What follows belongs to an exercise in optimizing a design on an open flow for small area; a production flow would make more cautious choices. In this exercise RTL edits were held to simulation tests only and were not proved equivalent to the original. The clock port is modelled as an ideal driver; clocking choices that lean on that would not hold on a real chip.

==> design/flow/design.v <==
module sbox_s (x, y);
  input [3:0] x;
  output [3:0] y;
  wire n4, n5, n7, n9, n13, n17, n19, n24, n29, n31, n33;
  c_nor2 g4 (.A(x[3]), .B(x[0]), .Y(n4));
  c_a21oi g5 (.A1(x[3]), .A2(x[0]), .B1(n4), .Y(n5));
  c_o22ai g7 (.A1(n5), .A2(n5), .B1(x[1]), .B2(x[2]), .Y(n7));
  c_xnor2 g9 (.A(x[1]), .B(x[2]), .Y(n9));
  c_nand2 g13 (.A(x[3]), .B(n5), .Y(n13));
  c_xor2 g17 (.A(n9), .B(n13), .X(n17));
  c_a2bb2oi g19 (.A1_N(n9), .A2_N(x[1]), .B1(x[0]), .B2(n9), .Y(n19));
  c_xor2 g24 (.A(n4), .B(x[1]), .X(n24));
  c_o31ai g29 (.A1(x[2]), .A2(n5), .A3(n24), .B1(n7), .Y(n29));
  c_o22ai g31 (.A1(n29), .A2(n24), .B1(n9), .B2(n7), .Y(n31));
  c_xor2 g33 (.A(n19), .B(n7), .X(n33));
  assign y[0] = n17;
  assign y[1] = n31;
  assign y[2] = n29;
  assign y[3] = n33;
endmodule
module sbox_k (x, y);
  input [3:0] x;
  output [3:0] y;
  wire n10, n11, n12, n13, n14, n15, n16, n17, n18, n19, n20, n21, n22, n23, n24, n25, n6, n7, n8, n9;
  c_clkinv g0 (.A(x[1]), .Y(n10));
  c_clkinv g1 (.A(x[2]), .Y(n11));
  c_clkinv g2 (.A(x[3]), .Y(n12));
  c_nand2 g3 (.A(x[0]), .B(x[3]), .Y(n13));
  c_nor2 g4 (.A(x[2]), .B(n13), .Y(n14));
  c_nor2 g5 (.A(x[1]), .B(x[2]), .Y(n15));
  c_nand2b g6 (.A_N(x[0]), .B(n12), .Y(n16));
  c_o21ai g7 (.A1(n11), .A2(n16), .B1(n13), .Y(n17));
  c_nor2 g8 (.A(n15), .B(n17), .Y(n18));
  c_a21oi g9 (.A1(n10), .A2(n14), .B1(n18), .Y(n8));
  c_nor2 g10 (.A(n10), .B(n11), .Y(n19));
  c_o21ai g11 (.A1(n14), .A2(n19), .B1(n16), .Y(n20));
  c_o21ai g12 (.A1(n16), .A2(n19), .B1(n20), .Y(n7));
  c_nor2 g13 (.A(x[0]), .B(n12), .Y(n21));
  c_nor2 g14 (.A(n15), .B(n19), .Y(n22));
  c_nor2 g15 (.A(n21), .B(n22), .Y(n23));
  c_a21oi g16 (.A1(n21), .A2(n22), .B1(n23), .Y(n6));
  c_a22oi g17 (.A1(n11), .A2(x[0]), .B1(x[1]), .B2(x[3]), .Y(n24));
  c_nor2 g18 (.A(n14), .B(n24), .Y(n25));
  c_a21oi g19 (.A1(n10), .A2(n17), .B1(n25), .Y(n9));
  assign y[0] = n6;
  assign y[1] = n7;
  assign y[2] = n8;
  assign y[3] = n9;
endmodule
module c_a21oi (A1, A2, B1, Y);
input A1;
input A2;
input B1;
output Y;
assign Y = (~A1&~B1) | (~A2&~B1);
endmodule
module c_a22oi (A1, A2, B1, B2, Y);
input A1;
input A2;
input B1;
input B2;
output Y;
assign Y = (~A1&~B1) | (~A1&~B2) | (~A2&~B1) | (~A2&~B2);
endmodule
module c_a2bb2oi (A1_N, A2_N, B1, B2, Y);
input A1_N;
input A2_N;
input B1;
input B2;
output Y;
assign Y = (A1_N&~B1) | (A1_N&~B2) | (A2_N&~B1) | (A2_N&~B2);
endmodule
module c_clkinv (A, Y);
input A;
output Y;
assign Y = (~A);
endmodule
module c_nand2 (A, B, Y);
input A;
input B;
output Y;
assign Y = (~A) | (~B);
endmodule
module c_nand2b (A_N, B, Y);
input A_N;
input B;
output Y;
assign Y = (A_N) | (~B);
endmodule
module c_nand3 (A, B, C, Y);
input A;
input B;
input C;
output Y;
assign Y = (~A) | (~B) | (~C);
endmodule
module c_nand4 (A, B, C, D, Y);
input A;
input B;
input C;
input D;
output Y;
assign Y = (~A) | (~B) | (~C) | (~D);
endmodule
module c_nor2 (A, B, Y);
input A;
input B;
output Y;
assign Y = (~A&~B);
endmodule
module c_o21ai (A1, A2, B1, Y);
input A1;
input A2;
input B1;
output Y;
assign Y = (~A1&~A2) | (~B1);
endmodule
module c_o22a (A1, A2, B1, B2, X);
input A1;
input A2;
input B1;
input B2;
output X;
assign X = (A1&B1) | (A2&B1) | (A1&B2) | (A2&B2);
endmodule
module c_o22ai (A1, A2, B1, B2, Y);
input A1;
input A2;
input B1;
input B2;
output Y;
assign Y = (~B1&~B2) | (~A1&~A2);
endmodule
module c_o31ai (A1, A2, A3, B1, Y);
input A1;
input A2;
input A3;
input B1;
output Y;
assign Y = (~A1&~A2&~A3) | (~B1);
endmodule
module c_xnor2 (A, B, Y);
input A;
input B;
output Y;
assign Y = (~A&~B) | (A&B);
endmodule
module c_xor2 (A, B, X);
input A;
input B;
output X;
assign X = (A&~B) | (~A&B);
endmodule
module counter (clk, reset, count);
  input clk;
  input reset;
  output reg [4:0] count;
  wire [4:0] n;
  wire e1, a2, e2, a3, e3, a4, e4;
  c_nor2 u_n0 (.A(reset), .B(count[0]), .Y(n[0]));
  c_xnor2 u_e1 (.A(count[1]), .B(count[0]), .Y(e1));
  c_nor2 u_n1 (.A(reset), .B(e1), .Y(n[1]));
  c_nand2 u_a2 (.A(count[1]), .B(count[0]), .Y(a2));
  c_xor2 u_e2 (.A(count[2]), .B(a2), .X(e2));
  c_nor2 u_n2 (.A(reset), .B(e2), .Y(n[2]));
  c_nand3 u_a3 (.A(count[2]), .B(count[1]), .C(count[0]), .Y(a3));
  c_xor2 u_e3 (.A(count[3]), .B(a3), .X(e3));
  c_nor2 u_n3 (.A(reset), .B(e3), .Y(n[3]));
  c_nand4 u_a4 (.A(count[3]), .B(count[2]), .C(count[1]), .D(count[0]), .Y(a4));
  c_xor2 u_e4 (.A(count[4]), .B(a4), .X(e4));
  c_nor2 u_n4 (.A(reset), .B(e4), .Y(n[4]));
  always @(posedge clk)
    count <= n;
endmodule
module boron_top (clk, plain_txt, key_in, cipher_txt, select, count1, reset);
input [63:0] plain_txt;
input [127:0] key_in;
input clk, select, reset;
output [63:0] cipher_txt;
output [4:0] count1;
reg [63:0] state_n;
reg [127:0] key;
wire [4:0] count;
wire ns;
wire [63:0] si, so, x;
wire [63:0] nstate_n;
wire [127:0] s, nkey;
wire [15:0] t1, t2;
assign count1 = count;
counter c2 (clk, reset, count);
c_clkinv u_ns (.A(select), .Y(ns));
always @(posedge clk) begin
  state_n <= nstate_n;
  key <= nkey;
end
c_xnor2 u_si0 (.A(state_n[0]), .B(key[0]), .Y(si[0]));
c_xnor2 u_si1 (.A(state_n[1]), .B(key[1]), .Y(si[1]));
c_xnor2 u_si2 (.A(state_n[2]), .B(key[2]), .Y(si[2]));
c_xnor2 u_si3 (.A(state_n[3]), .B(key[3]), .Y(si[3]));
c_xnor2 u_si4 (.A(state_n[4]), .B(key[4]), .Y(si[4]));
c_xnor2 u_si5 (.A(state_n[5]), .B(key[5]), .Y(si[5]));
c_xnor2 u_si6 (.A(state_n[6]), .B(key[6]), .Y(si[6]));
c_xnor2 u_si7 (.A(state_n[7]), .B(key[7]), .Y(si[7]));
c_xnor2 u_si8 (.A(state_n[8]), .B(key[8]), .Y(si[8]));
c_xnor2 u_si9 (.A(state_n[9]), .B(key[9]), .Y(si[9]));
c_xnor2 u_si10 (.A(state_n[10]), .B(key[10]), .Y(si[10]));
c_xnor2 u_si11 (.A(state_n[11]), .B(key[11]), .Y(si[11]));
c_xnor2 u_si12 (.A(state_n[12]), .B(key[12]), .Y(si[12]));
c_xnor2 u_si13 (.A(state_n[13]), .B(key[13]), .Y(si[13]));
c_xnor2 u_si14 (.A(state_n[14]), .B(key[14]), .Y(si[14]));
c_xnor2 u_si15 (.A(state_n[15]), .B(key[15]), .Y(si[15]));
c_xnor2 u_si16 (.A(state_n[16]), .B(key[16]), .Y(si[16]));
c_xnor2 u_si17 (.A(state_n[17]), .B(key[17]), .Y(si[17]));
c_xnor2 u_si18 (.A(state_n[18]), .B(key[18]), .Y(si[18]));
c_xnor2 u_si19 (.A(state_n[19]), .B(key[19]), .Y(si[19]));
c_xnor2 u_si20 (.A(state_n[20]), .B(key[20]), .Y(si[20]));
c_xnor2 u_si21 (.A(state_n[21]), .B(key[21]), .Y(si[21]));
c_xnor2 u_si22 (.A(state_n[22]), .B(key[22]), .Y(si[22]));
c_xnor2 u_si23 (.A(state_n[23]), .B(key[23]), .Y(si[23]));
c_xnor2 u_si24 (.A(state_n[24]), .B(key[24]), .Y(si[24]));
c_xnor2 u_si25 (.A(state_n[25]), .B(key[25]), .Y(si[25]));
c_xnor2 u_si26 (.A(state_n[26]), .B(key[26]), .Y(si[26]));
c_xnor2 u_si27 (.A(state_n[27]), .B(key[27]), .Y(si[27]));
c_xnor2 u_si28 (.A(state_n[28]), .B(key[28]), .Y(si[28]));
c_xnor2 u_si29 (.A(state_n[29]), .B(key[29]), .Y(si[29]));
c_xnor2 u_si30 (.A(state_n[30]), .B(key[30]), .Y(si[30]));
c_xnor2 u_si31 (.A(state_n[31]), .B(key[31]), .Y(si[31]));
c_xnor2 u_si32 (.A(state_n[32]), .B(key[32]), .Y(si[32]));
c_xnor2 u_si33 (.A(state_n[33]), .B(key[33]), .Y(si[33]));
c_xnor2 u_si34 (.A(state_n[34]), .B(key[34]), .Y(si[34]));
c_xnor2 u_si35 (.A(state_n[35]), .B(key[35]), .Y(si[35]));
c_xnor2 u_si36 (.A(state_n[36]), .B(key[36]), .Y(si[36]));
c_xnor2 u_si37 (.A(state_n[37]), .B(key[37]), .Y(si[37]));
c_xnor2 u_si38 (.A(state_n[38]), .B(key[38]), .Y(si[38]));
c_xnor2 u_si39 (.A(state_n[39]), .B(key[39]), .Y(si[39]));
c_xnor2 u_si40 (.A(state_n[40]), .B(key[40]), .Y(si[40]));
c_xnor2 u_si41 (.A(state_n[41]), .B(key[41]), .Y(si[41]));
c_xnor2 u_si42 (.A(state_n[42]), .B(key[42]), .Y(si[42]));
c_xnor2 u_si43 (.A(state_n[43]), .B(key[43]), .Y(si[43]));
c_xnor2 u_si44 (.A(state_n[44]), .B(key[44]), .Y(si[44]));
c_xnor2 u_si45 (.A(state_n[45]), .B(key[45]), .Y(si[45]));
c_xnor2 u_si46 (.A(state_n[46]), .B(key[46]), .Y(si[46]));
c_xnor2 u_si47 (.A(state_n[47]), .B(key[47]), .Y(si[47]));
c_xnor2 u_si48 (.A(state_n[48]), .B(key[48]), .Y(si[48]));
c_xnor2 u_si49 (.A(state_n[49]), .B(key[49]), .Y(si[49]));
c_xnor2 u_si50 (.A(state_n[50]), .B(key[50]), .Y(si[50]));
c_xnor2 u_si51 (.A(state_n[51]), .B(key[51]), .Y(si[51]));
c_xnor2 u_si52 (.A(state_n[52]), .B(key[52]), .Y(si[52]));
c_xnor2 u_si53 (.A(state_n[53]), .B(key[53]), .Y(si[53]));
c_xnor2 u_si54 (.A(state_n[54]), .B(key[54]), .Y(si[54]));
c_xnor2 u_si55 (.A(state_n[55]), .B(key[55]), .Y(si[55]));
c_xnor2 u_si56 (.A(state_n[56]), .B(key[56]), .Y(si[56]));
c_xnor2 u_si57 (.A(state_n[57]), .B(key[57]), .Y(si[57]));
c_xnor2 u_si58 (.A(state_n[58]), .B(key[58]), .Y(si[58]));
c_xnor2 u_si59 (.A(state_n[59]), .B(key[59]), .Y(si[59]));
c_xnor2 u_si60 (.A(state_n[60]), .B(key[60]), .Y(si[60]));
c_xnor2 u_si61 (.A(state_n[61]), .B(key[61]), .Y(si[61]));
c_xnor2 u_si62 (.A(state_n[62]), .B(key[62]), .Y(si[62]));
c_xnor2 u_si63 (.A(state_n[63]), .B(key[63]), .Y(si[63]));
assign cipher_txt = si;
sbox_s u_sb0 (.x(si[3:0]), .y(so[3:0]));
sbox_s u_sb1 (.x(si[7:4]), .y(so[7:4]));
sbox_s u_sb2 (.x(si[11:8]), .y(so[11:8]));
sbox_s u_sb3 (.x(si[15:12]), .y(so[15:12]));
sbox_s u_sb4 (.x(si[19:16]), .y(so[19:16]));
sbox_s u_sb5 (.x(si[23:20]), .y(so[23:20]));
sbox_s u_sb6 (.x(si[27:24]), .y(so[27:24]));
sbox_s u_sb7 (.x(si[31:28]), .y(so[31:28]));
sbox_s u_sb8 (.x(si[35:32]), .y(so[35:32]));
sbox_s u_sb9 (.x(si[39:36]), .y(so[39:36]));
sbox_s u_sb10 (.x(si[43:40]), .y(so[43:40]));
sbox_s u_sb11 (.x(si[47:44]), .y(so[47:44]));
sbox_s u_sb12 (.x(si[51:48]), .y(so[51:48]));
sbox_s u_sb13 (.x(si[55:52]), .y(so[55:52]));
sbox_s u_sb14 (.x(si[59:56]), .y(so[59:56]));
sbox_s u_sb15 (.x(si[63:60]), .y(so[63:60]));
c_xor2 u_t1_0 (.A(so[33]), .B(so[7]), .X(t1[0]));
c_xnor2 u_t2_0 (.A(so[63]), .B(so[20]), .Y(t2[0]));
c_xnor2 u_x63_0 (.A(so[63]), .B(t1[0]), .Y(x[48]));
assign x[32] = t1[0];
assign x[16] = t2[0];
c_xnor2 u_x15_0 (.A(t2[0]), .B(so[7]), .Y(x[0]));
c_xnor2 u_t1_1 (.A(so[34]), .B(so[8]), .Y(t1[1]));
c_xnor2 u_t2_1 (.A(so[48]), .B(so[21]), .Y(t2[1]));
c_xor2 u_x63_1 (.A(so[48]), .B(t1[1]), .X(x[49]));
assign x[33] = t1[1];
assign x[17] = t2[1];
c_xor2 u_x15_1 (.A(t2[1]), .B(so[8]), .X(x[1]));
c_xor2 u_t1_2 (.A(so[35]), .B(so[9]), .X(t1[2]));
c_xor2 u_t2_2 (.A(so[49]), .B(so[22]), .X(t2[2]));
c_xnor2 u_x63_2 (.A(so[49]), .B(t1[2]), .Y(x[50]));
assign x[34] = t1[2];
assign x[18] = t2[2];
c_xnor2 u_x15_2 (.A(t2[2]), .B(so[9]), .Y(x[2]));
c_xnor2 u_t1_3 (.A(so[36]), .B(so[10]), .Y(t1[3]));
c_xor2 u_t2_3 (.A(so[50]), .B(so[23]), .X(t2[3]));
c_xnor2 u_x63_3 (.A(so[50]), .B(t1[3]), .Y(x[51]));
assign x[35] = t1[3];
assign x[19] = t2[3];
c_xnor2 u_x15_3 (.A(t2[3]), .B(so[10]), .Y(x[3]));
c_xor2 u_t1_4 (.A(so[37]), .B(so[11]), .X(t1[4]));
c_xnor2 u_t2_4 (.A(so[51]), .B(so[24]), .Y(t2[4]));
c_xnor2 u_x63_4 (.A(so[51]), .B(t1[4]), .Y(x[52]));
assign x[36] = t1[4];
assign x[20] = t2[4];
c_xnor2 u_x15_4 (.A(t2[4]), .B(so[11]), .Y(x[4]));
c_xnor2 u_t1_5 (.A(so[38]), .B(so[12]), .Y(t1[5]));
c_xnor2 u_t2_5 (.A(so[52]), .B(so[25]), .Y(t2[5]));
c_xor2 u_x63_5 (.A(so[52]), .B(t1[5]), .X(x[53]));
assign x[37] = t1[5];
assign x[21] = t2[5];
c_xor2 u_x15_5 (.A(t2[5]), .B(so[12]), .X(x[5]));
c_xor2 u_t1_6 (.A(so[39]), .B(so[13]), .X(t1[6]));
c_xor2 u_t2_6 (.A(so[53]), .B(so[26]), .X(t2[6]));
c_xnor2 u_x63_6 (.A(so[53]), .B(t1[6]), .Y(x[54]));
assign x[38] = t1[6];
assign x[22] = t2[6];
c_xnor2 u_x15_6 (.A(t2[6]), .B(so[13]), .Y(x[6]));
c_xnor2 u_t1_7 (.A(so[40]), .B(so[14]), .Y(t1[7]));
c_xor2 u_t2_7 (.A(so[54]), .B(so[27]), .X(t2[7]));
c_xnor2 u_x63_7 (.A(so[54]), .B(t1[7]), .Y(x[55]));
assign x[39] = t1[7];
assign x[23] = t2[7];
c_xnor2 u_x15_7 (.A(t2[7]), .B(so[14]), .Y(x[7]));
c_xor2 u_t1_8 (.A(so[41]), .B(so[15]), .X(t1[8]));
c_xnor2 u_t2_8 (.A(so[55]), .B(so[28]), .Y(t2[8]));
c_xnor2 u_x63_8 (.A(so[55]), .B(t1[8]), .Y(x[56]));
assign x[40] = t1[8];
assign x[24] = t2[8];
c_xnor2 u_x15_8 (.A(t2[8]), .B(so[15]), .Y(x[8]));
c_xnor2 u_t1_9 (.A(so[42]), .B(so[0]), .Y(t1[9]));
c_xnor2 u_t2_9 (.A(so[56]), .B(so[29]), .Y(t2[9]));
c_xor2 u_x63_9 (.A(so[56]), .B(t1[9]), .X(x[57]));
assign x[41] = t1[9];
assign x[25] = t2[9];
c_xor2 u_x15_9 (.A(t2[9]), .B(so[0]), .X(x[9]));
c_xor2 u_t1_10 (.A(so[43]), .B(so[1]), .X(t1[10]));
c_xor2 u_t2_10 (.A(so[57]), .B(so[30]), .X(t2[10]));
c_xnor2 u_x63_10 (.A(so[57]), .B(t1[10]), .Y(x[58]));
assign x[42] = t1[10];
assign x[26] = t2[10];
c_xnor2 u_x15_10 (.A(t2[10]), .B(so[1]), .Y(x[10]));
c_xnor2 u_t1_11 (.A(so[44]), .B(so[2]), .Y(t1[11]));
c_xor2 u_t2_11 (.A(so[58]), .B(so[31]), .X(t2[11]));
c_xnor2 u_x63_11 (.A(so[58]), .B(t1[11]), .Y(x[59]));
assign x[43] = t1[11];
assign x[27] = t2[11];
c_xnor2 u_x15_11 (.A(t2[11]), .B(so[2]), .Y(x[11]));
c_xor2 u_t1_12 (.A(so[45]), .B(so[3]), .X(t1[12]));
c_xnor2 u_t2_12 (.A(so[59]), .B(so[16]), .Y(t2[12]));
c_xnor2 u_x63_12 (.A(so[59]), .B(t1[12]), .Y(x[60]));
assign x[44] = t1[12];
assign x[28] = t2[12];
c_xnor2 u_x15_12 (.A(t2[12]), .B(so[3]), .Y(x[12]));
c_xnor2 u_t1_13 (.A(so[46]), .B(so[4]), .Y(t1[13]));
c_xnor2 u_t2_13 (.A(so[60]), .B(so[17]), .Y(t2[13]));
c_xor2 u_x63_13 (.A(so[60]), .B(t1[13]), .X(x[61]));
assign x[45] = t1[13];
assign x[29] = t2[13];
c_xor2 u_x15_13 (.A(t2[13]), .B(so[4]), .X(x[13]));
c_xor2 u_t1_14 (.A(so[47]), .B(so[5]), .X(t1[14]));
c_xor2 u_t2_14 (.A(so[61]), .B(so[18]), .X(t2[14]));
c_xnor2 u_x63_14 (.A(so[61]), .B(t1[14]), .Y(x[62]));
assign x[46] = t1[14];
assign x[30] = t2[14];
c_xnor2 u_x15_14 (.A(t2[14]), .B(so[5]), .Y(x[14]));
c_xnor2 u_t1_15 (.A(so[32]), .B(so[6]), .Y(t1[15]));
c_xor2 u_t2_15 (.A(so[62]), .B(so[19]), .X(t2[15]));
c_xnor2 u_x63_15 (.A(so[62]), .B(t1[15]), .Y(x[63]));
assign x[47] = t1[15];
assign x[31] = t2[15];
c_xnor2 u_x15_15 (.A(t2[15]), .B(so[6]), .Y(x[15]));
c_o22ai u_ms0 (.A1(select), .A2(x[0]), .B1(ns), .B2(plain_txt[0]), .Y(nstate_n[0]));
c_o22ai u_ms1 (.A1(select), .A2(x[1]), .B1(ns), .B2(plain_txt[1]), .Y(nstate_n[1]));
c_o22ai u_ms2 (.A1(select), .A2(x[2]), .B1(ns), .B2(plain_txt[2]), .Y(nstate_n[2]));
c_o22ai u_ms3 (.A1(select), .A2(x[3]), .B1(ns), .B2(plain_txt[3]), .Y(nstate_n[3]));
c_o22ai u_ms4 (.A1(select), .A2(x[4]), .B1(ns), .B2(plain_txt[4]), .Y(nstate_n[4]));
c_o22ai u_ms5 (.A1(select), .A2(x[5]), .B1(ns), .B2(plain_txt[5]), .Y(nstate_n[5]));
c_o22ai u_ms6 (.A1(select), .A2(x[6]), .B1(ns), .B2(plain_txt[6]), .Y(nstate_n[6]));
c_o22ai u_ms7 (.A1(select), .A2(x[7]), .B1(ns), .B2(plain_txt[7]), .Y(nstate_n[7]));
c_o22ai u_ms8 (.A1(select), .A2(x[8]), .B1(ns), .B2(plain_txt[8]), .Y(nstate_n[8]));
c_o22ai u_ms9 (.A1(select), .A2(x[9]), .B1(ns), .B2(plain_txt[9]), .Y(nstate_n[9]));
c_o22ai u_ms10 (.A1(select), .A2(x[10]), .B1(ns), .B2(plain_txt[10]), .Y(nstate_n[10]));
c_o22ai u_ms11 (.A1(select), .A2(x[11]), .B1(ns), .B2(plain_txt[11]), .Y(nstate_n[11]));
c_o22ai u_ms12 (.A1(select), .A2(x[12]), .B1(ns), .B2(plain_txt[12]), .Y(nstate_n[12]));
c_o22ai u_ms13 (.A1(select), .A2(x[13]), .B1(ns), .B2(plain_txt[13]), .Y(nstate_n[13]));
c_o22ai u_ms14 (.A1(select), .A2(x[14]), .B1(ns), .B2(plain_txt[14]), .Y(nstate_n[14]));
c_o22ai u_ms15 (.A1(select), .A2(x[15]), .B1(ns), .B2(plain_txt[15]), .Y(nstate_n[15]));
c_o22ai u_ms16 (.A1(select), .A2(x[16]), .B1(ns), .B2(plain_txt[16]), .Y(nstate_n[16]));
c_o22ai u_ms17 (.A1(select), .A2(x[17]), .B1(ns), .B2(plain_txt[17]), .Y(nstate_n[17]));
c_o22ai u_ms18 (.A1(select), .A2(x[18]), .B1(ns), .B2(plain_txt[18]), .Y(nstate_n[18]));
c_o22ai u_ms19 (.A1(select), .A2(x[19]), .B1(ns), .B2(plain_txt[19]), .Y(nstate_n[19]));
c_o22ai u_ms20 (.A1(select), .A2(x[20]), .B1(ns), .B2(plain_txt[20]), .Y(nstate_n[20]));
c_o22ai u_ms21 (.A1(select), .A2(x[21]), .B1(ns), .B2(plain_txt[21]), .Y(nstate_n[21]));
c_o22ai u_ms22 (.A1(select), .A2(x[22]), .B1(ns), .B2(plain_txt[22]), .Y(nstate_n[22]));
c_o22ai u_ms23 (.A1(select), .A2(x[23]), .B1(ns), .B2(plain_txt[23]), .Y(nstate_n[23]));
c_o22ai u_ms24 (.A1(select), .A2(x[24]), .B1(ns), .B2(plain_txt[24]), .Y(nstate_n[24]));
c_o22ai u_ms25 (.A1(select), .A2(x[25]), .B1(ns), .B2(plain_txt[25]), .Y(nstate_n[25]));
c_o22ai u_ms26 (.A1(select), .A2(x[26]), .B1(ns), .B2(plain_txt[26]), .Y(nstate_n[26]));
c_o22ai u_ms27 (.A1(select), .A2(x[27]), .B1(ns), .B2(plain_txt[27]), .Y(nstate_n[27]));
c_o22ai u_ms28 (.A1(select), .A2(x[28]), .B1(ns), .B2(plain_txt[28]), .Y(nstate_n[28]));
c_o22ai u_ms29 (.A1(select), .A2(x[29]), .B1(ns), .B2(plain_txt[29]), .Y(nstate_n[29]));
c_o22ai u_ms30 (.A1(select), .A2(x[30]), .B1(ns), .B2(plain_txt[30]), .Y(nstate_n[30]));
c_o22ai u_ms31 (.A1(select), .A2(x[31]), .B1(ns), .B2(plain_txt[31]), .Y(nstate_n[31]));
c_o22ai u_ms32 (.A1(select), .A2(x[32]), .B1(ns), .B2(plain_txt[32]), .Y(nstate_n[32]));
c_o22ai u_ms33 (.A1(select), .A2(x[33]), .B1(ns), .B2(plain_txt[33]), .Y(nstate_n[33]));
c_o22ai u_ms34 (.A1(select), .A2(x[34]), .B1(ns), .B2(plain_txt[34]), .Y(nstate_n[34]));
c_o22ai u_ms35 (.A1(select), .A2(x[35]), .B1(ns), .B2(plain_txt[35]), .Y(nstate_n[35]));
c_o22ai u_ms36 (.A1(select), .A2(x[36]), .B1(ns), .B2(plain_txt[36]), .Y(nstate_n[36]));
c_o22ai u_ms37 (.A1(select), .A2(x[37]), .B1(ns), .B2(plain_txt[37]), .Y(nstate_n[37]));
c_o22ai u_ms38 (.A1(select), .A2(x[38]), .B1(ns), .B2(plain_txt[38]), .Y(nstate_n[38]));
c_o22ai u_ms39 (.A1(select), .A2(x[39]), .B1(ns), .B2(plain_txt[39]), .Y(nstate_n[39]));
c_o22ai u_ms40 (.A1(select), .A2(x[40]), .B1(ns), .B2(plain_txt[40]), .Y(nstate_n[40]));
c_o22ai u_ms41 (.A1(select), .A2(x[41]), .B1(ns), .B2(plain_txt[41]), .Y(nstate_n[41]));
c_o22ai u_ms42 (.A1(select), .A2(x[42]), .B1(ns), .B2(plain_txt[42]), .Y(nstate_n[42]));
c_o22ai u_ms43 (.A1(select), .A2(x[43]), .B1(ns), .B2(plain_txt[43]), .Y(nstate_n[43]));
c_o22ai u_ms44 (.A1(select), .A2(x[44]), .B1(ns), .B2(plain_txt[44]), .Y(nstate_n[44]));
c_o22ai u_ms45 (.A1(select), .A2(x[45]), .B1(ns), .B2(plain_txt[45]), .Y(nstate_n[45]));
c_o22ai u_ms46 (.A1(select), .A2(x[46]), .B1(ns), .B2(plain_txt[46]), .Y(nstate_n[46]));
c_o22ai u_ms47 (.A1(select), .A2(x[47]), .B1(ns), .B2(plain_txt[47]), .Y(nstate_n[47]));
c_o22ai u_ms48 (.A1(select), .A2(x[48]), .B1(ns), .B2(plain_txt[48]), .Y(nstate_n[48]));
c_o22ai u_ms49 (.A1(select), .A2(x[49]), .B1(ns), .B2(plain_txt[49]), .Y(nstate_n[49]));
c_o22ai u_ms50 (.A1(select), .A2(x[50]), .B1(ns), .B2(plain_txt[50]), .Y(nstate_n[50]));
c_o22ai u_ms51 (.A1(select), .A2(x[51]), .B1(ns), .B2(plain_txt[51]), .Y(nstate_n[51]));
c_o22ai u_ms52 (.A1(select), .A2(x[52]), .B1(ns), .B2(plain_txt[52]), .Y(nstate_n[52]));
c_o22ai u_ms53 (.A1(select), .A2(x[53]), .B1(ns), .B2(plain_txt[53]), .Y(nstate_n[53]));
c_o22ai u_ms54 (.A1(select), .A2(x[54]), .B1(ns), .B2(plain_txt[54]), .Y(nstate_n[54]));
c_o22ai u_ms55 (.A1(select), .A2(x[55]), .B1(ns), .B2(plain_txt[55]), .Y(nstate_n[55]));
c_o22ai u_ms56 (.A1(select), .A2(x[56]), .B1(ns), .B2(plain_txt[56]), .Y(nstate_n[56]));
c_o22ai u_ms57 (.A1(select), .A2(x[57]), .B1(ns), .B2(plain_txt[57]), .Y(nstate_n[57]));
c_o22ai u_ms58 (.A1(select), .A2(x[58]), .B1(ns), .B2(plain_txt[58]), .Y(nstate_n[58]));
c_o22ai u_ms59 (.A1(select), .A2(x[59]), .B1(ns), .B2(plain_txt[59]), .Y(nstate_n[59]));
c_o22ai u_ms60 (.A1(select), .A2(x[60]), .B1(ns), .B2(plain_txt[60]), .Y(nstate_n[60]));
c_o22ai u_ms61 (.A1(select), .A2(x[61]), .B1(ns), .B2(plain_txt[61]), .Y(nstate_n[61]));
c_o22ai u_ms62 (.A1(select), .A2(x[62]), .B1(ns), .B2(plain_txt[62]), .Y(nstate_n[62]));
c_o22ai u_ms63 (.A1(select), .A2(x[63]), .B1(ns), .B2(plain_txt[63]), .Y(nstate_n[63]));
assign s = {key[114:0], key[127:115]};
wire [127:0] ks;
sbox_k u_ks0 (.x(s[3:0]), .y(ks[3:0]));
sbox_k u_ks1 (.x(s[7:4]), .y(ks[7:4]));
assign ks[58:8] = s[58:8];
c_xor2 u_kc0 (.A(s[59]), .B(count[0]), .X(ks[59]));
c_xor2 u_kc1 (.A(s[60]), .B(count[1]), .X(ks[60]));
c_xor2 u_kc2 (.A(s[61]), .B(count[2]), .X(ks[61]));
c_xor2 u_kc3 (.A(s[62]), .B(count[3]), .X(ks[62]));
c_xor2 u_kc4 (.A(s[63]), .B(count[4]), .X(ks[63]));
assign ks[127:64] = s[127:64];
c_o22a u_mk0 (.A1(select), .A2(ks[0]), .B1(ns), .B2(key_in[0]), .X(nkey[0]));
c_o22a u_mk1 (.A1(select), .A2(ks[1]), .B1(ns), .B2(key_in[1]), .X(nkey[1]));
c_o22a u_mk2 (.A1(select), .A2(ks[2]), .B1(ns), .B2(key_in[2]), .X(nkey[2]));
c_o22a u_mk3 (.A1(select), .A2(ks[3]), .B1(ns), .B2(key_in[3]), .X(nkey[3]));
c_o22a u_mk4 (.A1(select), .A2(ks[4]), .B1(ns), .B2(key_in[4]), .X(nkey[4]));
c_o22a u_mk5 (.A1(select), .A2(ks[5]), .B1(ns), .B2(key_in[5]), .X(nkey[5]));
c_o22a u_mk6 (.A1(select), .A2(ks[6]), .B1(ns), .B2(key_in[6]), .X(nkey[6]));
c_o22a u_mk7 (.A1(select), .A2(ks[7]), .B1(ns), .B2(key_in[7]), .X(nkey[7]));
c_o22a u_mk8 (.A1(select), .A2(ks[8]), .B1(ns), .B2(key_in[8]), .X(nkey[8]));
c_o22a u_mk9 (.A1(select), .A2(ks[9]), .B1(ns), .B2(key_in[9]), .X(nkey[9]));
c_o22a u_mk10 (.A1(select), .A2(ks[10]), .B1(ns), .B2(key_in[10]), .X(nkey[10]));
c_o22a u_mk11 (.A1(select), .A2(ks[11]), .B1(ns), .B2(key_in[11]), .X(nkey[11]));
c_o22a u_mk12 (.A1(select), .A2(ks[12]), .B1(ns), .B2(key_in[12]), .X(nkey[12]));
c_o22a u_mk13 (.A1(select), .A2(ks[13]), .B1(ns), .B2(key_in[13]), .X(nkey[13]));
c_o22a u_mk14 (.A1(select), .A2(ks[14]), .B1(ns), .B2(key_in[14]), .X(nkey[14]));
c_o22a u_mk15 (.A1(select), .A2(ks[15]), .B1(ns), .B2(key_in[15]), .X(nkey[15]));
c_o22a u_mk16 (.A1(select), .A2(ks[16]), .B1(ns), .B2(key_in[16]), .X(nkey[16]));
c_o22a u_mk17 (.A1(select), .A2(ks[17]), .B1(ns), .B2(key_in[17]), .X(nkey[17]));
c_o22a u_mk18 (.A1(select), .A2(ks[18]), .B1(ns), .B2(key_in[18]), .X(nkey[18]));
c_o22a u_mk19 (.A1(select), .A2(ks[19]), .B1(ns), .B2(key_in[19]), .X(nkey[19]));
c_o22a u_mk20 (.A1(select), .A2(ks[20]), .B1(ns), .B2(key_in[20]), .X(nkey[20]));
c_o22a u_mk21 (.A1(select), .A2(ks[21]), .B1(ns), .B2(key_in[21]), .X(nkey[21]));
c_o22a u_mk22 (.A1(select), .A2(ks[22]), .B1(ns), .B2(key_in[22]), .X(nkey[22]));
c_o22a u_mk23 (.A1(select), .A2(ks[23]), .B1(ns), .B2(key_in[23]), .X(nkey[23]));
c_o22a u_mk24 (.A1(select), .A2(ks[24]), .B1(ns), .B2(key_in[24]), .X(nkey[24]));
c_o22a u_mk25 (.A1(select), .A2(ks[25]), .B1(ns), .B2(key_in[25]), .X(nkey[25]));
c_o22a u_mk26 (.A1(select), .A2(ks[26]), .B1(ns), .B2(key_in[26]), .X(nkey[26]));
c_o22a u_mk27 (.A1(select), .A2(ks[27]), .B1(ns), .B2(key_in[27]), .X(nkey[27]));
c_o22a u_mk28 (.A1(select), .A2(ks[28]), .B1(ns), .B2(key_in[28]), .X(nkey[28]));
c_o22a u_mk29 (.A1(select), .A2(ks[29]), .B1(ns), .B2(key_in[29]), .X(nkey[29]));
c_o22a u_mk30 (.A1(select), .A2(ks[30]), .B1(ns), .B2(key_in[30]), .X(nkey[30]));
c_o22a u_mk31 (.A1(select), .A2(ks[31]), .B1(ns), .B2(key_in[31]), .X(nkey[31]));
c_o22a u_mk32 (.A1(select), .A2(ks[32]), .B1(ns), .B2(key_in[32]), .X(nkey[32]));
c_o22a u_mk33 (.A1(select), .A2(ks[33]), .B1(ns), .B2(key_in[33]), .X(nkey[33]));
c_o22a u_mk34 (.A1(select), .A2(ks[34]), .B1(ns), .B2(key_in[34]), .X(nkey[34]));
c_o22a u_mk35 (.A1(select), .A2(ks[35]), .B1(ns), .B2(key_in[35]), .X(nkey[35]));
c_o22a u_mk36 (.A1(select), .A2(ks[36]), .B1(ns), .B2(key_in[36]), .X(nkey[36]));
c_o22a u_mk37 (.A1(select), .A2(ks[37]), .B1(ns), .B2(key_in[37]), .X(nkey[37]));
c_o22a u_mk38 (.A1(select), .A2(ks[38]), .B1(ns), .B2(key_in[38]), .X(nkey[38]));
c_o22a u_mk39 (.A1(select), .A2(ks[39]), .B1(ns), .B2(key_in[39]), .X(nkey[39]));
c_o22a u_mk40 (.A1(select), .A2(ks[40]), .B1(ns), .B2(key_in[40]), .X(nkey[40]));
c_o22a u_mk41 (.A1(select), .A2(ks[41]), .B1(ns), .B2(key_in[41]), .X(nkey[41]));
c_o22a u_mk42 (.A1(select), .A2(ks[42]), .B1(ns), .B2(key_in[42]), .X(nkey[42]));
c_o22a u_mk43 (.A1(select), .A2(ks[43]), .B1(ns), .B2(key_in[43]), .X(nkey[43]));
c_o22a u_mk44 (.A1(select), .A2(ks[44]), .B1(ns), .B2(key_in[44]), .X(nkey[44]));
c_o22a u_mk45 (.A1(select), .A2(ks[45]), .B1(ns), .B2(key_in[45]), .X(nkey[45]));
c_o22a u_mk46 (.A1(select), .A2(ks[46]), .B1(ns), .B2(key_in[46]), .X(nkey[46]));
c_o22a u_mk47 (.A1(select), .A2(ks[47]), .B1(ns), .B2(key_in[47]), .X(nkey[47]));
c_o22a u_mk48 (.A1(select), .A2(ks[48]), .B1(ns), .B2(key_in[48]), .X(nkey[48]));
c_o22a u_mk49 (.A1(select), .A2(ks[49]), .B1(ns), .B2(key_in[49]), .X(nkey[49]));
c_o22a u_mk50 (.A1(select), .A2(ks[50]), .B1(ns), .B2(key_in[50]), .X(nkey[50]));
c_o22a u_mk51 (.A1(select), .A2(ks[51]), .B1(ns), .B2(key_in[51]), .X(nkey[51]));
c_o22a u_mk52 (.A1(select), .A2(ks[52]), .B1(ns), .B2(key_in[52]), .X(nkey[52]));
c_o22a u_mk53 (.A1(select), .A2(ks[53]), .B1(ns), .B2(key_in[53]), .X(nkey[53]));
c_o22a u_mk54 (.A1(select), .A2(ks[54]), .B1(ns), .B2(key_in[54]), .X(nkey[54]));
c_o22a u_mk55 (.A1(select), .A2(ks[55]), .B1(ns), .B2(key_in[55]), .X(nkey[55]));
c_o22a u_mk56 (.A1(select), .A2(ks[56]), .B1(ns), .B2(key_in[56]), .X(nkey[56]));
c_o22a u_mk57 (.A1(select), .A2(ks[57]), .B1(ns), .B2(key_in[57]), .X(nkey[57]));
c_o22a u_mk58 (.A1(select), .A2(ks[58]), .B1(ns), .B2(key_in[58]), .X(nkey[58]));
c_o22a u_mk59 (.A1(select), .A2(ks[59]), .B1(ns), .B2(key_in[59]), .X(nkey[59]));
c_o22a u_mk60 (.A1(select), .A2(ks[60]), .B1(ns), .B2(key_in[60]), .X(nkey[60]));
c_o22a u_mk61 (.A1(select), .A2(ks[61]), .B1(ns), .B2(key_in[61]), .X(nkey[61]));
c_o22a u_mk62 (.A1(select), .A2(ks[62]), .B1(ns), .B2(key_in[62]), .X(nkey[62]));
c_o22a u_mk63 (.A1(select), .A2(ks[63]), .B1(ns), .B2(key_in[63]), .X(nkey[63]));
c_o22a u_mk64 (.A1(select), .A2(ks[64]), .B1(ns), .B2(key_in[64]), .X(nkey[64]));
c_o22a u_mk65 (.A1(select), .A2(ks[65]), .B1(ns), .B2(key_in[65]), .X(nkey[65]));
c_o22a u_mk66 (.A1(select), .A2(ks[66]), .B1(ns), .B2(key_in[66]), .X(nkey[66]));
c_o22a u_mk67 (.A1(select), .A2(ks[67]), .B1(ns), .B2(key_in[67]), .X(nkey[67]));
c_o22a u_mk68 (.A1(select), .A2(ks[68]), .B1(ns), .B2(key_in[68]), .X(nkey[68]));
c_o22a u_mk69 (.A1(select), .A2(ks[69]), .B1(ns), .B2(key_in[69]), .X(nkey[69]));
c_o22a u_mk70 (.A1(select), .A2(ks[70]), .B1(ns), .B2(key_in[70]), .X(nkey[70]));
c_o22a u_mk71 (.A1(select), .A2(ks[71]), .B1(ns), .B2(key_in[71]), .X(nkey[71]));
c_o22a u_mk72 (.A1(select), .A2(ks[72]), .B1(ns), .B2(key_in[72]), .X(nkey[72]));
c_o22a u_mk73 (.A1(select), .A2(ks[73]), .B1(ns), .B2(key_in[73]), .X(nkey[73]));
c_o22a u_mk74 (.A1(select), .A2(ks[74]), .B1(ns), .B2(key_in[74]), .X(nkey[74]));
c_o22a u_mk75 (.A1(select), .A2(ks[75]), .B1(ns), .B2(key_in[75]), .X(nkey[75]));
c_o22a u_mk76 (.A1(select), .A2(ks[76]), .B1(ns), .B2(key_in[76]), .X(nkey[76]));
c_o22a u_mk77 (.A1(select), .A2(ks[77]), .B1(ns), .B2(key_in[77]), .X(nkey[77]));
c_o22a u_mk78 (.A1(select), .A2(ks[78]), .B1(ns), .B2(key_in[78]), .X(nkey[78]));
c_o22a u_mk79 (.A1(select), .A2(ks[79]), .B1(ns), .B2(key_in[79]), .X(nkey[79]));
c_o22a u_mk80 (.A1(select), .A2(ks[80]), .B1(ns), .B2(key_in[80]), .X(nkey[80]));
c_o22a u_mk81 (.A1(select), .A2(ks[81]), .B1(ns), .B2(key_in[81]), .X(nkey[81]));
c_o22a u_mk82 (.A1(select), .A2(ks[82]), .B1(ns), .B2(key_in[82]), .X(nkey[82]));
c_o22a u_mk83 (.A1(select), .A2(ks[83]), .B1(ns), .B2(key_in[83]), .X(nkey[83]));
c_o22a u_mk84 (.A1(select), .A2(ks[84]), .B1(ns), .B2(key_in[84]), .X(nkey[84]));
c_o22a u_mk85 (.A1(select), .A2(ks[85]), .B1(ns), .B2(key_in[85]), .X(nkey[85]));
c_o22a u_mk86 (.A1(select), .A2(ks[86]), .B1(ns), .B2(key_in[86]), .X(nkey[86]));
c_o22a u_mk87 (.A1(select), .A2(ks[87]), .B1(ns), .B2(key_in[87]), .X(nkey[87]));
c_o22a u_mk88 (.A1(select), .A2(ks[88]), .B1(ns), .B2(key_in[88]), .X(nkey[88]));
c_o22a u_mk89 (.A1(select), .A2(ks[89]), .B1(ns), .B2(key_in[89]), .X(nkey[89]));
c_o22a u_mk90 (.A1(select), .A2(ks[90]), .B1(ns), .B2(key_in[90]), .X(nkey[90]));
c_o22a u_mk91 (.A1(select), .A2(ks[91]), .B1(ns), .B2(key_in[91]), .X(nkey[91]));
c_o22a u_mk92 (.A1(select), .A2(ks[92]), .B1(ns), .B2(key_in[92]), .X(nkey[92]));
c_o22a u_mk93 (.A1(select), .A2(ks[93]), .B1(ns), .B2(key_in[93]), .X(nkey[93]));
c_o22a u_mk94 (.A1(select), .A2(ks[94]), .B1(ns), .B2(key_in[94]), .X(nkey[94]));
c_o22a u_mk95 (.A1(select), .A2(ks[95]), .B1(ns), .B2(key_in[95]), .X(nkey[95]));
c_o22a u_mk96 (.A1(select), .A2(ks[96]), .B1(ns), .B2(key_in[96]), .X(nkey[96]));
c_o22a u_mk97 (.A1(select), .A2(ks[97]), .B1(ns), .B2(key_in[97]), .X(nkey[97]));
c_o22a u_mk98 (.A1(select), .A2(ks[98]), .B1(ns), .B2(key_in[98]), .X(nkey[98]));
c_o22a u_mk99 (.A1(select), .A2(ks[99]), .B1(ns), .B2(key_in[99]), .X(nkey[99]));
c_o22a u_mk100 (.A1(select), .A2(ks[100]), .B1(ns), .B2(key_in[100]), .X(nkey[100]));
c_o22a u_mk101 (.A1(select), .A2(ks[101]), .B1(ns), .B2(key_in[101]), .X(nkey[101]));
c_o22a u_mk102 (.A1(select), .A2(ks[102]), .B1(ns), .B2(key_in[102]), .X(nkey[102]));
c_o22a u_mk103 (.A1(select), .A2(ks[103]), .B1(ns), .B2(key_in[103]), .X(nkey[103]));
c_o22a u_mk104 (.A1(select), .A2(ks[104]), .B1(ns), .B2(key_in[104]), .X(nkey[104]));
c_o22a u_mk105 (.A1(select), .A2(ks[105]), .B1(ns), .B2(key_in[105]), .X(nkey[105]));
c_o22a u_mk106 (.A1(select), .A2(ks[106]), .B1(ns), .B2(key_in[106]), .X(nkey[106]));
c_o22a u_mk107 (.A1(select), .A2(ks[107]), .B1(ns), .B2(key_in[107]), .X(nkey[107]));
c_o22a u_mk108 (.A1(select), .A2(ks[108]), .B1(ns), .B2(key_in[108]), .X(nkey[108]));
c_o22a u_mk109 (.A1(select), .A2(ks[109]), .B1(ns), .B2(key_in[109]), .X(nkey[109]));
c_o22a u_mk110 (.A1(select), .A2(ks[110]), .B1(ns), .B2(key_in[110]), .X(nkey[110]));
c_o22a u_mk111 (.A1(select), .A2(ks[111]), .B1(ns), .B2(key_in[111]), .X(nkey[111]));
c_o22a u_mk112 (.A1(select), .A2(ks[112]), .B1(ns), .B2(key_in[112]), .X(nkey[112]));
c_o22a u_mk113 (.A1(select), .A2(ks[113]), .B1(ns), .B2(key_in[113]), .X(nkey[113]));
c_o22a u_mk114 (.A1(select), .A2(ks[114]), .B1(ns), .B2(key_in[114]), .X(nkey[114]));
c_o22a u_mk115 (.A1(select), .A2(ks[115]), .B1(ns), .B2(key_in[115]), .X(nkey[115]));
c_o22a u_mk116 (.A1(select), .A2(ks[116]), .B1(ns), .B2(key_in[116]), .X(nkey[116]));
c_o22a u_mk117 (.A1(select), .A2(ks[117]), .B1(ns), .B2(key_in[117]), .X(nkey[117]));
c_o22a u_mk118 (.A1(select), .A2(ks[118]), .B1(ns), .B2(key_in[118]), .X(nkey[118]));
c_o22a u_mk119 (.A1(select), .A2(ks[119]), .B1(ns), .B2(key_in[119]), .X(nkey[119]));
c_o22a u_mk120 (.A1(select), .A2(ks[120]), .B1(ns), .B2(key_in[120]), .X(nkey[120]));
c_o22a u_mk121 (.A1(select), .A2(ks[121]), .B1(ns), .B2(key_in[121]), .X(nkey[121]));
c_o22a u_mk122 (.A1(select), .A2(ks[122]), .B1(ns), .B2(key_in[122]), .X(nkey[122]));
c_o22a u_mk123 (.A1(select), .A2(ks[123]), .B1(ns), .B2(key_in[123]), .X(nkey[123]));
c_o22a u_mk124 (.A1(select), .A2(ks[124]), .B1(ns), .B2(key_in[124]), .X(nkey[124]));
c_o22a u_mk125 (.A1(select), .A2(ks[125]), .B1(ns), .B2(key_in[125]), .X(nkey[125]));
c_o22a u_mk126 (.A1(select), .A2(ks[126]), .B1(ns), .B2(key_in[126]), .X(nkey[126]));
c_o22a u_mk127 (.A1(select), .A2(ks[127]), .B1(ns), .B2(key_in[127]), .X(nkey[127]));
endmodule
==> design/flow/flow/run.sh <==
#!/bin/bash
# Own layout flow: the standard synthesis, then the standard ORFS steps with
# smaller port buffers, synthesis buffers removed, every cell first downsized to
# its smallest drive strength, and a clock tree of small buffers,
# shrunk after CTS while the flip-flop clock slew stays low.
set -euo pipefail
cd "$(dirname "$0")/.."
F=$PWD/flow
bash standard.sh synth > synth.log 2>&1
bash standard.sh \
  REMOVE_ABC_BUFFERS=1 \
  POST_FLOORPLAN_TCL=$F/post_floorplan.tcl \
  POST_CTS_TCL=$F/post_cts.tcl \
  BUFFER_PORTS_ARGS="-buffer_cell sky130_fd_sc_hd__buf_1" \
  CTS_ARGS="-sink_clustering_enable -repair_clock_nets -dont_use_dummy_load -buf_list sky130_fd_sc_hd__clkbuf_8" \
  finish > layout.log 2>&1
==> design/flow/flow/downsize.tcl <==
proc my_downsize_all {} {
  set dont_use {}
  if { [info exists ::env(DONT_USE_CELLS)] } { set dont_use $::env(DONT_USE_CELLS) }
  set best [dict create]
  set n 0
  set saved 0.0
  foreach inst [get_cells *] {
    set lc [get_lib_cells -of_objects $inst]
    set name [get_name $lc]
    if { ![regexp {^(sky130_fd_sc_hd__[a-z0-9]+)_[0-9]+$} $name -> fam] } { continue }
    if { [string match "*df*" $fam] || [string match "*tap*" $fam] || [string match "*conb*" $fam] } { continue }
    if { ![dict exists $best $fam] } {
      set bc ""
      set ba 1e9
      foreach c [get_lib_cells ${fam}_*] {
        set cn [get_name $c]
        if { ![regexp "^${fam}_\[0-9\]+\$" $cn] } { continue }
        if { [lsearch -exact $dont_use $cn] >= 0 } { continue }
        set a [get_property $c area]
        if { $a < $ba } { set ba $a; set bc $cn }
      }
      dict set best $fam [list $bc $ba]
    }
    lassign [dict get $best $fam] bc ba
    if { $bc ne "" && $bc ne $name } {
      set a0 [get_property $lc area]
      if { $ba < $a0 } {
        replace_cell $inst $bc
        incr n
        set saved [expr { $saved + $a0 - $ba }]
      }
    }
  }
  puts "my_downsize_all: resized $n cells, saved $saved um^2"
}
my_downsize_all
==> design/flow/flow/post_cts.tcl <==
proc my_max_clk_slew {} {
  set m 0.0
  foreach p [get_pins -hierarchical */CLK] {
    set s [get_property $p slew_max]
    if { $s > $m } { set m $s }
  }
  return $m
}
proc my_shrink_clock_buffers { limit } {
  estimate_parasitics -placement
  puts "my_shrink_clock_buffers: start max clk slew [my_max_clk_slew]"
  foreach to {sky130_fd_sc_hd__clkbuf_4 sky130_fd_sc_hd__clkbuf_2} {
    foreach inst [get_cells *] {
      # only the buffers CTS made (named clkbuf_*), not port or repair buffers
      if { ![string match clkbuf_* [get_name $inst]] } { continue }
      set from [get_property $inst ref_name]
      if { ![string match sky130_fd_sc_hd__clkbuf_* $from] } { continue }
      if { $from eq $to } { continue }
      if { [get_property [get_lib_cells $from] area] <= [get_property [get_lib_cells $to] area] } { continue }
      replace_cell $inst $to
      estimate_parasitics -placement
      if { [my_max_clk_slew] > $limit } {
        replace_cell $inst $from
        estimate_parasitics -placement
      } else {
        puts "my_shrink_clock_buffers: [get_name $inst] $from -> $to"
      }
    }
  }
  puts "my_shrink_clock_buffers: end max clk slew [my_max_clk_slew]"
}
my_shrink_clock_buffers 0.118
==> design/flow/flow/post_floorplan.tcl <==
source [file join [file dirname [info script]] downsize.tcl]
==> design/flow/standard.sh <==
#!/bin/bash
# synth_recipe.tcl (not shown) runs the flow's synth.tcl, then flattens the netlist and writes it again
# the make line also repeats each setting of config.mk as NAME=value (left out here)
make -C /OpenROAD-flow-scripts/flow DESIGN_CONFIG=/design/flow/config.mk WORK_HOME=/design/flow/orfs CLKGATE_MAP_FILE= SYNTH_SCRIPT=/design/flow/synth_recipe.tcl "${@:-finish}"
==> design/flow/config.mk <==
export PLATFORM = sky130hd
export DESIGN_NAME = boron_top
export DESIGN_NICKNAME = boron_top
export VERILOG_FILES = /design/flow/design.v
export SDC_FILE = /design/flow/constraint.sdc
export NUM_CORES = 4
export LEC_CHECK = 0
export CAP_MARGIN = 20
export CORE_MARGIN = 2
export CORE_UTILIZATION = 70
export SLEW_MARGIN = 20
export SYNTH_HIERARCHICAL = 1
==> design/flow/constraint.sdc <==
create_clock -name core_clock -period 5.0 [get_ports {clk}]
set_input_delay 1.0000 -clock core_clock [delete_from_list [all_inputs] [get_ports {clk}]]
set_output_delay 1.0000 -clock core_clock [all_outputs]
set_load 0.01 [all_outputs]
==> impl_metrics.ini <==
[outcome]
run_status = complete, no violations

[placed_design]
gp_congestion = 0.905
port_buffers = 263
place.detailed.hpwl_um = 16300

[finish]
num-fill-cells = 985
antenna_cells = 0
area_delta_synth_final_pct = 7.00
layout-drive-gt1-share_pct = 2.22
layout.nets = 1232

[sta]
min_period_ns = 2.64
max_transition_viols_final = 0
max_freq_mhz = 379
grt_setup_unrepaired = false
final_setup_viols = 0
sum_of_negative_setup_slack_ns = 0
worst_slew_margin_rel_pct = 31.7
timing.final.crit_share_pct = 52.7
timing_hold_violations_final = 0
skew_ns = 0.0383
worst_pin_slew_ns = 1.02
timing.hold.ws_ns = 0.430

[cts]
cts.clk_slew.worst_paths_ns = 0.11
cts_tree = done
clkLatencyLatePin_ns = 0.60
cts.sink_count = 197

[synthesis]
number_of_enable_type_register_cells_in_the_synthesized_netlist = 0
netlist_area_sq_um = 8910
synth_seq_cells = 197
synth.avg_cell_area_sq_um = 10.8
post_synthesis_instance_total = 823
synth_flop_cell = sky130_fd_sc_hd__dfxtp_1
ys.warnings.count = 8
synthArstFlopShare_pct = 0
synth_sequential_area_ratio_pct = 44.2
synth.lib_cells_used.distinct = 17

[grt]
initial_antenna_violation_count = 0
first_global_vias = 6217
grt_first_pass_wirelength_um = 31000
gr-total-overflow = 0
global_route.usage.total_pct = 30.4
grt_max_degree = 104

[floorplan]
io_pins = 264
design.core.area_sq_um = 12500
rows = 41
die_width_um = 117
die_height_um = 117
initial_utilization_pct = 71.2
die-area_sq_um = 13700

[drt]
post_drt_via_cell_ratio = 5.76
routed_wire_length_um = 21500
drt-initial-drc-count = 557
drt_first_pass_iters = 4
drt_drc_violations_left = 0
total_via_count_after_detailed_routing = 6948
drt-wirelength-per-cell_um = 17.8
ant_nets = 0

[worst_setup_path]
cp_cell_sequence = xnor2_1 > nor2_1 > xor2_1 > o31ai_1 > o22ai_1 > xor2_1 > xnor2_1 > o22ai_1
cpPeakStageDelay_ns = 0.51
critical_path_arrival_ns = 3.08
setup.worst_path.class = reg2reg
critical-path-slowest-cell = sky130_fd_sc_hd__o31ai_1
worstSetupStartpointType = flip-flop
timing.critical_path.required_ns = 5.44
category_of_the_worst_setup_path_capture_point = flip-flop
worstPathMaxFanout = 4

[run]
maxCapViolCount = 0

[worst_hold_path]
hold_path_class = reg2reg
==> cell families (layout without fill, tap and decap cells) <==
family | count (synthesis) | after routing | synth area share [%]
AOI/OAI and AO/OA | 286 | 286 | 27.0
and+or+nand+nor | 60 | 60 | 2.62
buffers and inverters | 79 | 291 | 6.36
xor gates and xnor gates | 201 | 201 | 19.7
DFF | 197 | 197 | 44.2
==> layout make-up <==
cell class / instances / area (sq um) / share of cell area [%]
inverters: 7 / 31.3 / 0.328
multi-input cells: 547 / 4130 / 43.3
well taps: 172 / 215 / 2.26
clock buffers: 17 / 196 / 2.06
flip-flops and latches: 197 / 3940 / 41.3
repair buffers: 267 / 1020 / 10.7
==> flip-flops by register name, summed over array words and instances (netlist names) <==
signal / flops
c2.count: 5
key: 128
state_n: 64
==> critical path: cells and delay by family (launching register included) <==
family / cells / cell delay [ns]
xor gates and xnor gates: 4 / 1.13
AOI/OAI and AO/OA: 3 / 0.85
and+or+nand+nor: 1 / 0.14
DFF: 1 / 0.35
==> final timing paths <==
check / slack [ns] / from / cells after the start / to
hold / removal: 0.43 / key[76] / 1 / key[89]
hold reg to reg: 0.43 / key[76] / 1 / key[89]
setup / recovery: 2.36 / key[15] / 8 / state_n[54]
setup reg to reg: 2.36 / key[15] / 8 / state_n[54]
==> through the flow <==
step	cell area (sq um)	worst slack (ns)	utilization (%)	cells
floorplan	8370	0.806	-	751
global route	9540	2.15	76.2	1207
finish	9540	2.36	76.2	1207
detailed placement	9340	2.38	74.6	1190
global placement	9340	2.43	74.6	1190
==> layer usage <==
metal	up-vias	GRT usage, %	wire length [um]
li1	3397	-	-
met4	0	14.1	745
met5	-	0	0
met2	268	49.6	10200
met3	49	8.34	1710
met1	3234	37.5	8880
==> Yosys stat by module (local to each module, per instance), a selection <==
module / cells inside / flip-flops and latches / times used
c_nand2b: 1 / 0 / 2
sbox_s: 4 / 0 / 16
c_a21oi: 1 / 0 / 22
c_nor2: 1 / 0 / 37
c_xnor2: 1 / 0 / 121
counter: 5 / 5 / 1
c_nand2: 1 / 0 / 19
boron_top: 192 / 192 / 1
c_clkinv: 1 / 0 / 7
c_nand4: 1 / 0 / 1
sbox_k: 4 / 0 / 2
c_o22a: 1 / 0 / 128
c_a22oi: 1 / 0 / 2
==> Yosys cell counts, types with 2 or more instances <==
| master | instances | area, sq um |
|---|---|---|
| sky130_fd_sc_hd__nor2_1 | 37 | 139 |
| sky130_fd_sc_hd__a22oi_2 | 2 | 25.0 |
| sky130_fd_sc_hd__a21oi_2 | 22 | 193 |
| sky130_fd_sc_hd__a2bb2oi_2 | 16 | 240 |
| sky130_fd_sc_hd__o21ai_1 | 6 | 30.0 |
| sky130_fd_sc_hd__dfxtp_1 | 197 | 3940 |
| sky130_fd_sc_hd__xor2_1 | 80 | 701 |
| sky130_fd_sc_hd__o22a_1 | 128 | 1120 |
| sky130_fd_sc_hd__nand2_1 | 19 | 71.3 |
| sky130_fd_sc_hd__o22ai_1 | 96 | 601 |
| sky130_fd_sc_hd__nand2b_1 | 2 | 12.5 |
| sky130_fd_sc_hd__buf_4 | 72 | 541 |
| sky130_fd_sc_hd__xnor2_1 | 121 | 1060 |
| sky130_fd_sc_hd__inv_1 | 7 | 26.3 |
| sky130_fd_sc_hd__o31ai_2 | 16 | 200 |
==> layout by cell type, fill, tap and decap left out <==
master,n
sky130_fd_sc_hd__o21ai_1,6
sky130_fd_sc_hd__o31ai_1,16
sky130_fd_sc_hd__inv_1,6
sky130_fd_sc_hd__a21oi_1,22
sky130_fd_sc_hd__inv_6,1
sky130_fd_sc_hd__buf_1,262
sky130_fd_sc_hd__nand2b_1,2
sky130_fd_sc_hd__nand4_1,1
sky130_fd_sc_hd__xor2_1,80
sky130_fd_sc_hd__o22ai_1,96
sky130_fd_sc_hd__clkbuf_4,7
sky130_fd_sc_hd__nand3_1,1
sky130_fd_sc_hd__a2bb2oi_1,16
sky130_fd_sc_hd__nor2_1,37
sky130_fd_sc_hd__dfxtp_1,197
sky130_fd_sc_hd__nand2_1,19
sky130_fd_sc_hd__buf_4,4
sky130_fd_sc_hd__o22a_1,128
sky130_fd_sc_hd__xnor2_1,121
sky130_fd_sc_hd__a22oi_1,2
sky130_fd_sc_hd__clkbuf_8,11

## re-timing with driven ports
No port has a modelled driver above. Below, the same layout with a new extraction and two added sets of constraints.
Step 1 assumes that a clkbuf_16 drives the clock port and a buf_2 every other input.
Step 2 also shifts input and output timing later by t, the mid clock arrival at the registers, as if the neighbouring blocks saw the same clock.
Three values: ideal, step 1, step 2; two values: the first two.
t (ns): 0.622
slack for setup (ns): 2.363 / 2.336 / 2.361
worst setup path after step 2: input to register
After both steps setup and hold are still met in this run. The setup slack of this run moves by -0.027 ns with the drivers and by -0.002 ns with both steps.
